Source: an optimization exercise on an open RTL-to-GDS flow (aim: small area). Production flows keep margins and buffers that such runs may drop. RTL that was checked went through simulation tests only; none was proved equivalent to the original.

Design sqrt, start of the top module:
module sqrt
#(
    parameter integer D_W = 32
)
(
    input  wire                clk,
    input  wire                rst,
    input  wire                enable,
    input  wire                in_valid,
    input  wire [D_W-1:0]      qin,
    output wire                out_valid,
    output wire [(D_W>>1)-1:0] qout
);
For scale: ~170 flip-flops, roughly 53 I/O pins, about 13000 sq um of cells after synthesis.
Settings: LEC_CHECK=0, CAP_MARGIN=20, CORE_MARGIN=2, CORE_UTILIZATION=40, SLEW_MARGIN=20; clock period 5.0 ns.
run.sh (not shown) runs the stock make flow with config.mk's settings and CLKGATE_MAP_FILE= SYNTH_SCRIPT=/design/flow/synth_recipe.tcl, a recipe that flattens the netlist after the stock synthesis.
The starting point produced a clean layout.
Rerun with:
==> flow/flow/run.sh (new file) <==
#!/bin/bash
# Own layout flow: the standard ORFS flow with two changes.
#  1. Synthesis is synth_recipe.tcl (the standard synthesis) except that its
#     ABC pass uses flow/area.abc, an area-oriented mapping script (dch +
#     amap, then ABC's usual timing-driven buffering and sizing), instead of
#     ORFS's abc_speed.script.  Registers are not touched by ABC.
#  2. The port buffers are the smallest buffer cell (buf_1).
# Every tool's output goes to run.log here; ORFS's per-step logs stay under
# orfs/logs/.
set -euo pipefail
cd "$(dirname "$0")/.."
work=$(pwd)
cat > my_synth.tcl <<EOT
proc abc {args} {
  set i [lsearch -exact \$args -script]
  if {\$i >= 0} { lset args [expr {\$i + 1}] $work/flow/area.abc }
  yosys abc {*}\$args
}
source $work/synth_recipe.tcl
EOT
bash standard.sh SYNTH_SCRIPT=$work/my_synth.tcl \
  BUFFER_PORTS_ARGS="-buffer_cell sky130_fd_sc_hd__buf_1" finish > run.log 2>&1
==> flow/flow/area.abc (new file) <==
strash
dch
amap
topo
stime -c
buffer -c
upsize -c
dnsize -c
==> flow/standard.sh (new file) <==
#!/bin/bash
# synth_recipe.tcl (not shown) runs the flow's synth.tcl, then flattens the netlist and writes it again
# the make line also repeats each setting of config.mk as NAME=value (left out here)
make -C /OpenROAD-flow-scripts/flow DESIGN_CONFIG=/design/flow/config.mk WORK_HOME=/design/flow/orfs CLKGATE_MAP_FILE= SYNTH_SCRIPT=/design/flow/synth_recipe.tcl "${@:-finish}"
- CTS_BUF_LIST: unset -> sky130_fd_sc_hd__clkbuf_8
removed: flow/run.sh
=> Now the flow reached the layout checks and failed them: setup timing. Die area came out lower by a few percent. Design area decreases by a few percent. Global-route usage is higher by 0.22 points.
Rerun with:
==> flow/flow/run.sh (replaced) <==
#!/bin/bash
# Own layout flow: the standard ORFS flow (standard synthesis unchanged),
# with the port buffers made of the smallest buffer cell (buf_1) instead of
# the cell buffer_ports picks by default.  Every tool's output goes to
# run.log here; ORFS's per-step logs stay under orfs/logs/.
set -euo pipefail
cd "$(dirname "$0")/.."
bash standard.sh BUFFER_PORTS_ARGS="-buffer_cell sky130_fd_sc_hd__buf_1" RECOVER_POWER=100 finish > run.log 2>&1
removed: flow/flow/area.abc
Result: With this change the flow completed without violations. Area after synthesis went up by 4.4%. Wire length went up by 3.1%. Design area stays flat.
Rerun with:
==> flow/run.sh (new file) <==
#!/bin/bash
# synth_recipe.tcl (not shown) runs the flow's synth.tcl, then flattens the netlist and writes it again
# the make line also repeats each setting of config.mk as NAME=value (left out here)
make -C /OpenROAD-flow-scripts/flow DESIGN_CONFIG=/design/flow/config.mk WORK_HOME=/design/flow/orfs CLKGATE_MAP_FILE= SYNTH_SCRIPT=/design/flow/synth_recipe.tcl finish
- CORE_UTILIZATION: 40 -> 60
- CTS_BUF_LIST: sky130_fd_sc_hd__clkbuf_8 -> unset
removed: flow/flow/run.sh
removed: flow/standard.sh
Outcome:
- The changed run went through all stages and came out clean
- worst setup slack is better by 4.6 ps
- global-route usage grows by 7.9 points
- routed wire length came out lower slightly
Rerun with:
==> flow/flow/run.sh (new file) <==
#!/bin/bash
# Own layout flow: the standard ORFS flow with two changes.
#  1. Synthesis is synth_recipe.tcl (the standard synthesis) except that its
#     ABC pass uses flow/area.abc, an area-oriented mapping script (dch +
#     map -a, then ABC's usual timing-driven buffering and sizing), instead of
#     ORFS's abc_speed.script.  Registers are not touched by ABC.
#  2. The port buffers are the smallest buffer cell (buf_1).
# Every tool's output goes to run.log here; ORFS's per-step logs stay under
# orfs/logs/.
set -euo pipefail
cd "$(dirname "$0")/.."
work=$(pwd)
cat > my_synth.tcl <<EOT
proc abc {args} {
  set i [lsearch -exact \$args -script]
  if {\$i >= 0} { lset args [expr {\$i + 1}] $work/flow/area.abc }
  yosys abc {*}\$args
}
source $work/synth_recipe.tcl
EOT
bash standard.sh SYNTH_SCRIPT=$work/my_synth.tcl \
  BUFFER_PORTS_ARGS="-buffer_cell sky130_fd_sc_hd__buf_1" finish > run.log 2>&1
==> flow/flow/area.abc (new file) <==
strash
dch
map -a
topo
stime -c
buffer -c
upsize -c
dnsize -c
==> flow/standard.sh (new file) <==
#!/bin/bash
# synth_recipe.tcl (not shown) runs the flow's synth.tcl, then flattens the netlist and writes it again
# the make line also repeats each setting of config.mk as NAME=value (left out here)
make -C /OpenROAD-flow-scripts/flow DESIGN_CONFIG=/design/flow/config.mk WORK_HOME=/design/flow/orfs CLKGATE_MAP_FILE= SYNTH_SCRIPT=/design/flow/synth_recipe.tcl "${@:-finish}"
- CORE_UTILIZATION: 60 -> 40
- CTS_BUF_LIST: unset -> sky130_fd_sc_hd__clkbuf_8
removed: flow/run.sh
The changed run went through all stages and came out clean.
First-iteration DRC count rose by a little under a tenth.
Die area rose by well over a third.
Critical path depth increases by 3.
Routed wire length came out lower slightly.
Worst setup slack improves by 230 ps.
Utilization fell by 24 points.
Global-route usage goes down by 8.0 points.
Hold slack gains 12 ps.
Synthesized area went down slightly.
Rerun with:
==> flow/flow/run.sh (replaced) <==
#!/bin/bash
# Own layout flow: the standard ORFS flow (standard synthesis unchanged),
# with the port buffers made of the smallest buffer cell (buf_1) instead of
# the cell buffer_ports picks by default.  Every tool's output goes to
# run.log here; ORFS's per-step logs stay under orfs/logs/.
set -euo pipefail
cd "$(dirname "$0")/.."
bash standard.sh BUFFER_PORTS_ARGS="-buffer_cell sky130_fd_sc_hd__buf_1" finish > run.log 2>&1
- CTS_CLUSTER_SIZE: unset -> 30
removed: flow/flow/area.abc
The new run produced a clean layout.
Synthesized cell count drops by 10%.
Setup slack is worse by 230 ps.
First-iteration DRC count grows by 1.4%.
Utilization shrinks by 0.33 points.
Non-clock buffer count goes up by 12.
Final cell count decreases by 6.7%.

== raven ==
sqrt, a different RTL version from the one above (not shown whole).
For scale: roughly 1400 cells after synthesis.
## sqrt
module sqrt
#(
    parameter integer D_W = 32
)
(
    input  wire                clk,
    input  wire                rst,
    input  wire                enable,
    input  wire                in_valid,
    input  wire [D_W-1:0]      qin,
    output wire                out_valid,
    output wire [(D_W>>1)-1:0] qout
);
export LEC_CHECK = 0
export CAP_MARGIN = 20
export CORE_MARGIN = 2
export CORE_UTILIZATION = 40
export CTS_BUF_LIST = sky130_fd_sc_hd__clkbuf_8
export SLEW_MARGIN = 20
create_clock -name core_clock -period 5.0 [get_ports {clk}]
standard.sh (not shown) runs the stock make flow with config.mk's settings and CLKGATE_MAP_FILE= SYNTH_SCRIPT=/design/flow/synth_recipe.tcl, a recipe that flattens the netlist after the stock synthesis.
==> flow/flow/run.sh <==
#!/bin/bash
# Own layout flow: the standard ORFS flow with two changes.
#  1. Synthesis is synth_recipe.tcl (the standard synthesis) except that its
#     ABC pass uses flow/area.abc, an area-oriented mapping script (dch +
#     map -a, then ABC's usual timing-driven buffering and sizing), instead of
#     ORFS's abc_speed.script.  Registers are not touched by ABC.
#  2. The port buffers are the smallest buffer cell (buf_1).
# Every tool's output goes to run.log here; ORFS's per-step logs stay under
# orfs/logs/.
set -euo pipefail
cd "$(dirname "$0")/.."
work=$(pwd)
cat > my_synth.tcl <<EOT
proc abc {args} {
  set i [lsearch -exact \$args -script]
  if {\$i >= 0} { lset args [expr {\$i + 1}] $work/flow/area.abc }
  yosys abc {*}\$args
}
source $work/synth_recipe.tcl
EOT
bash standard.sh SYNTH_SCRIPT=$work/my_synth.tcl \
  BUFFER_PORTS_ARGS="-buffer_cell sky130_fd_sc_hd__buf_1" finish > run.log 2>&1
==> flow/flow/area.abc <==
strash
dch
map -a
topo
stime -c
buffer -c
upsize -c
dnsize -c
Complete run, failing final checks: raven, reason setup timing.
What yarrow does differently from raven at the input level:
Settings: CTS_BUF_LIST removed (was sky130_fd_sc_hd__clkbuf_8).
==> flow/run.sh (new file) <==
#!/bin/bash
# synth_recipe.tcl (not shown) runs the flow's synth.tcl, then flattens the netlist and writes it again
# the make line also repeats each setting of config.mk as NAME=value (left out here)
make -C /OpenROAD-flow-scripts/flow DESIGN_CONFIG=/design/flow/config.mk WORK_HOME=/design/flow/orfs CLKGATE_MAP_FILE= SYNTH_SCRIPT=/design/flow/synth_recipe.tcl finish
removed: flow/flow/run.sh
removed: flow/flow/area.abc
removed: flow/standard.sh
raven completed end to end; final checks failed (setup timing).
Although yarrow finished all stages, its layout failed final checks on setup timing.
Compared with raven, in yarrow area after synthesis grew by about 3.3%, number of endpoints with negative hold slack in the final report barely changed.
From raven to yarrow the numbers moved as follows: adder and majority cell fraction of the synthesized area decreased by 0.77 points relative to the old numbers, number of cells in the design after placement decreased by about 3% relative to the old numbers, cell area increased by 11% relative to the old numbers.
Summary of yarrow over raven: routability congestion estimate -1.3%, wire length now larger, die area increased about 3.2%.
No run of this note included a check of the RTL's function; only the layout flow was run.

## build 38
RTL: one of the versions met above, not the one the previous note started from.
Size in the first run: ~1200 cells after synthesis, ~170 flip-flops, about 13000 µm² of cells after synthesis.
Settings: LEC_CHECK=0, CAP_MARGIN=20, CORE_MARGIN=2, CORE_UTILIZATION=40, CTS_BUF_LIST=sky130_fd_sc_hd__clkbuf_8, SLEW_MARGIN=20; clock period 5.0 ns.
run.sh (not shown) runs the stock make flow with config.mk's settings and CLKGATE_MAP_FILE= SYNTH_SCRIPT=/design/flow/synth_recipe.tcl, a recipe that flattens the netlist after the stock synthesis.
Stock flow here: none of the scripts above is used.
Build 38 ran to completion and came out clean on the timing, design-rule and antenna checks.
Inputs modified between build 38 and build 77:
==> flow/flow/run.sh (new file) <==
#!/bin/bash
# Own layout flow: the standard ORFS flow (standard synthesis unchanged),
# with the port buffers made of the smallest buffer cell (buf_1) instead of
# the cell buffer_ports picks by default.  Every tool's output goes to
# run.log here; ORFS's per-step logs stay under orfs/logs/.
set -euo pipefail
cd "$(dirname "$0")/.."
bash standard.sh BUFFER_PORTS_ARGS="-buffer_cell sky130_fd_sc_hd__buf_1" finish > run.log 2>&1
==> flow/standard.sh (new file) <==
#!/bin/bash
# synth_recipe.tcl (not shown) runs the flow's synth.tcl, then flattens the netlist and writes it again
# the make line also repeats each setting of config.mk as NAME=value (left out here)
make -C /OpenROAD-flow-scripts/flow DESIGN_CONFIG=/design/flow/config.mk WORK_HOME=/design/flow/orfs CLKGATE_MAP_FILE= SYNTH_SCRIPT=/design/flow/synth_recipe.tcl "${@:-finish}"
removed: flow/run.sh
==> comparison <==
Build 77 went all the way through synthesis, placement and routing and the layout is clean on timing, DRC and antenna. Looking at build 38 and build 77, the first-pass GRT wire length is a wash. Cmp build 38 and build 77 / portion of the layout cell area used by non-clock buffers / lower: build 77. Build 38 vs build 77, cell with the largest stage delay on the worst path: sky130_fd_sc_hd__fa_1 vs sky130_fd_sc_hd__edfxtp_1.
Here is what was changed in the inputs of build 79 compared with build 77.
# build 77
export LEC_CHECK = 0
export CAP_MARGIN = 20
export CORE_MARGIN = 2
export CORE_UTILIZATION = 40
export CTS_BUF_LIST = sky130_fd_sc_hd__clkbuf_8
export SLEW_MARGIN = 20
create_clock -name core_clock -period 5.0 [get_ports {clk}]
# build 79
export LEC_CHECK = 0
export CAP_MARGIN = 0
export CORE_MARGIN = 2
export CORE_UTILIZATION = 40
export CTS_BUF_LIST = sky130_fd_sc_hd__clkbuf_8
export SLEW_MARGIN = 0
create_clock -name core_clock -period 5.0 [get_ports {clk}]
### Flow results
- Between build 77 and build 79, the source-to-sink clock delay at the later pin of the worst-skew pair figures differ only marginally.
- Comparing build 77 against build 79, there is no change at all in die footprint.
- Comparing build 79 against build 77, there is no change at all in number of sinks handled by clock tree synthesis.
- Design area came out exactly the same in build 77 and build 79.

-- re-timing with driven ports --
No port has a modelled driver above. Below, the same layouts with a new extraction and two added sets of constraints.
Step 1: set_driving_cell puts a clkbuf_16 on clk and a buf_2 on each other input, an assumption about the parent block.
Step 2 moves the port delays by t, midway between the first and last clock arrival at a register: inputs arrive t later, outputs are due t later. That takes back most of the time a late clock gives input paths.
a / b / c = ideal ports / drivers / drivers and shift; a / b = the first two.
| run | shift t [ns] | setup WS [ns] | worst hold slack (ns) | latest minus earliest clock arrival (ns) | worst data-port slew with drivers (ns) |
|---|---|---|---|---|---|
| the first run of note 1 | 0.475 | 0.194 / 0.194 / 0.092 | 0.416 / 0.416 / 0.416 | 0.013 / 0.013 | 0.04 |
| the second run of note 1 | 0.506 | -0.198 / -0.198 / -0.198 | 0.422 / 0.422 / 0.422 | 0.020 / 0.021 | 0.04 |
| the third run of note 1 | 0.512 | 0.170 / 0.170 / 0.170 | 0.413 / 0.413 / 0.413 | 0.017 / 0.018 | 0.03 |
| the fourth run of note 1 | 0.484 | 0.175 / 0.175 / 0.090 | 0.411 / 0.411 / 0.411 | 0.018 / 0.018 | 0.04 |
| the fifth run of note 1 | 0.506 | 0.400 / 0.400 / 0.400 | 0.422 / 0.422 / 0.422 | 0.017 / 0.017 | 0.06 |
| the sixth run of note 1 | 0.512 | 0.170 / 0.170 / 0.170 | 0.413 / 0.413 / 0.413 | 0.017 / 0.018 | 0.03 |
| raven | 0.489 | -0.234 / -0.234 / -0.234 | 0.419 / 0.419 / 0.419 | 0.022 / 0.022 | 0.04 |
| yarrow | 0.466 | -0.113 / -0.113 / -0.113 | 0.418 / 0.418 / 0.418 | 0.013 / 0.013 | 0.04 |
| build 38 | 0.521 | 0.229 / 0.229 / 0.123 | 0.417 / 0.417 / 0.417 | 0.021 / 0.020 | 0.04 |
| build 77 | 0.512 | 0.170 / 0.170 / 0.170 | 0.413 / 0.413 / 0.413 | 0.017 / 0.018 | 0.03 |
| build 79 | 0.512 | 0.170 / 0.170 / 0.170 | 0.413 / 0.413 / 0.413 | 0.017 / 0.018 | 0.03 |
The setup slack of build 38, which loses most, moves by 0.000 ns with the drivers and by -0.106 ns with both steps.
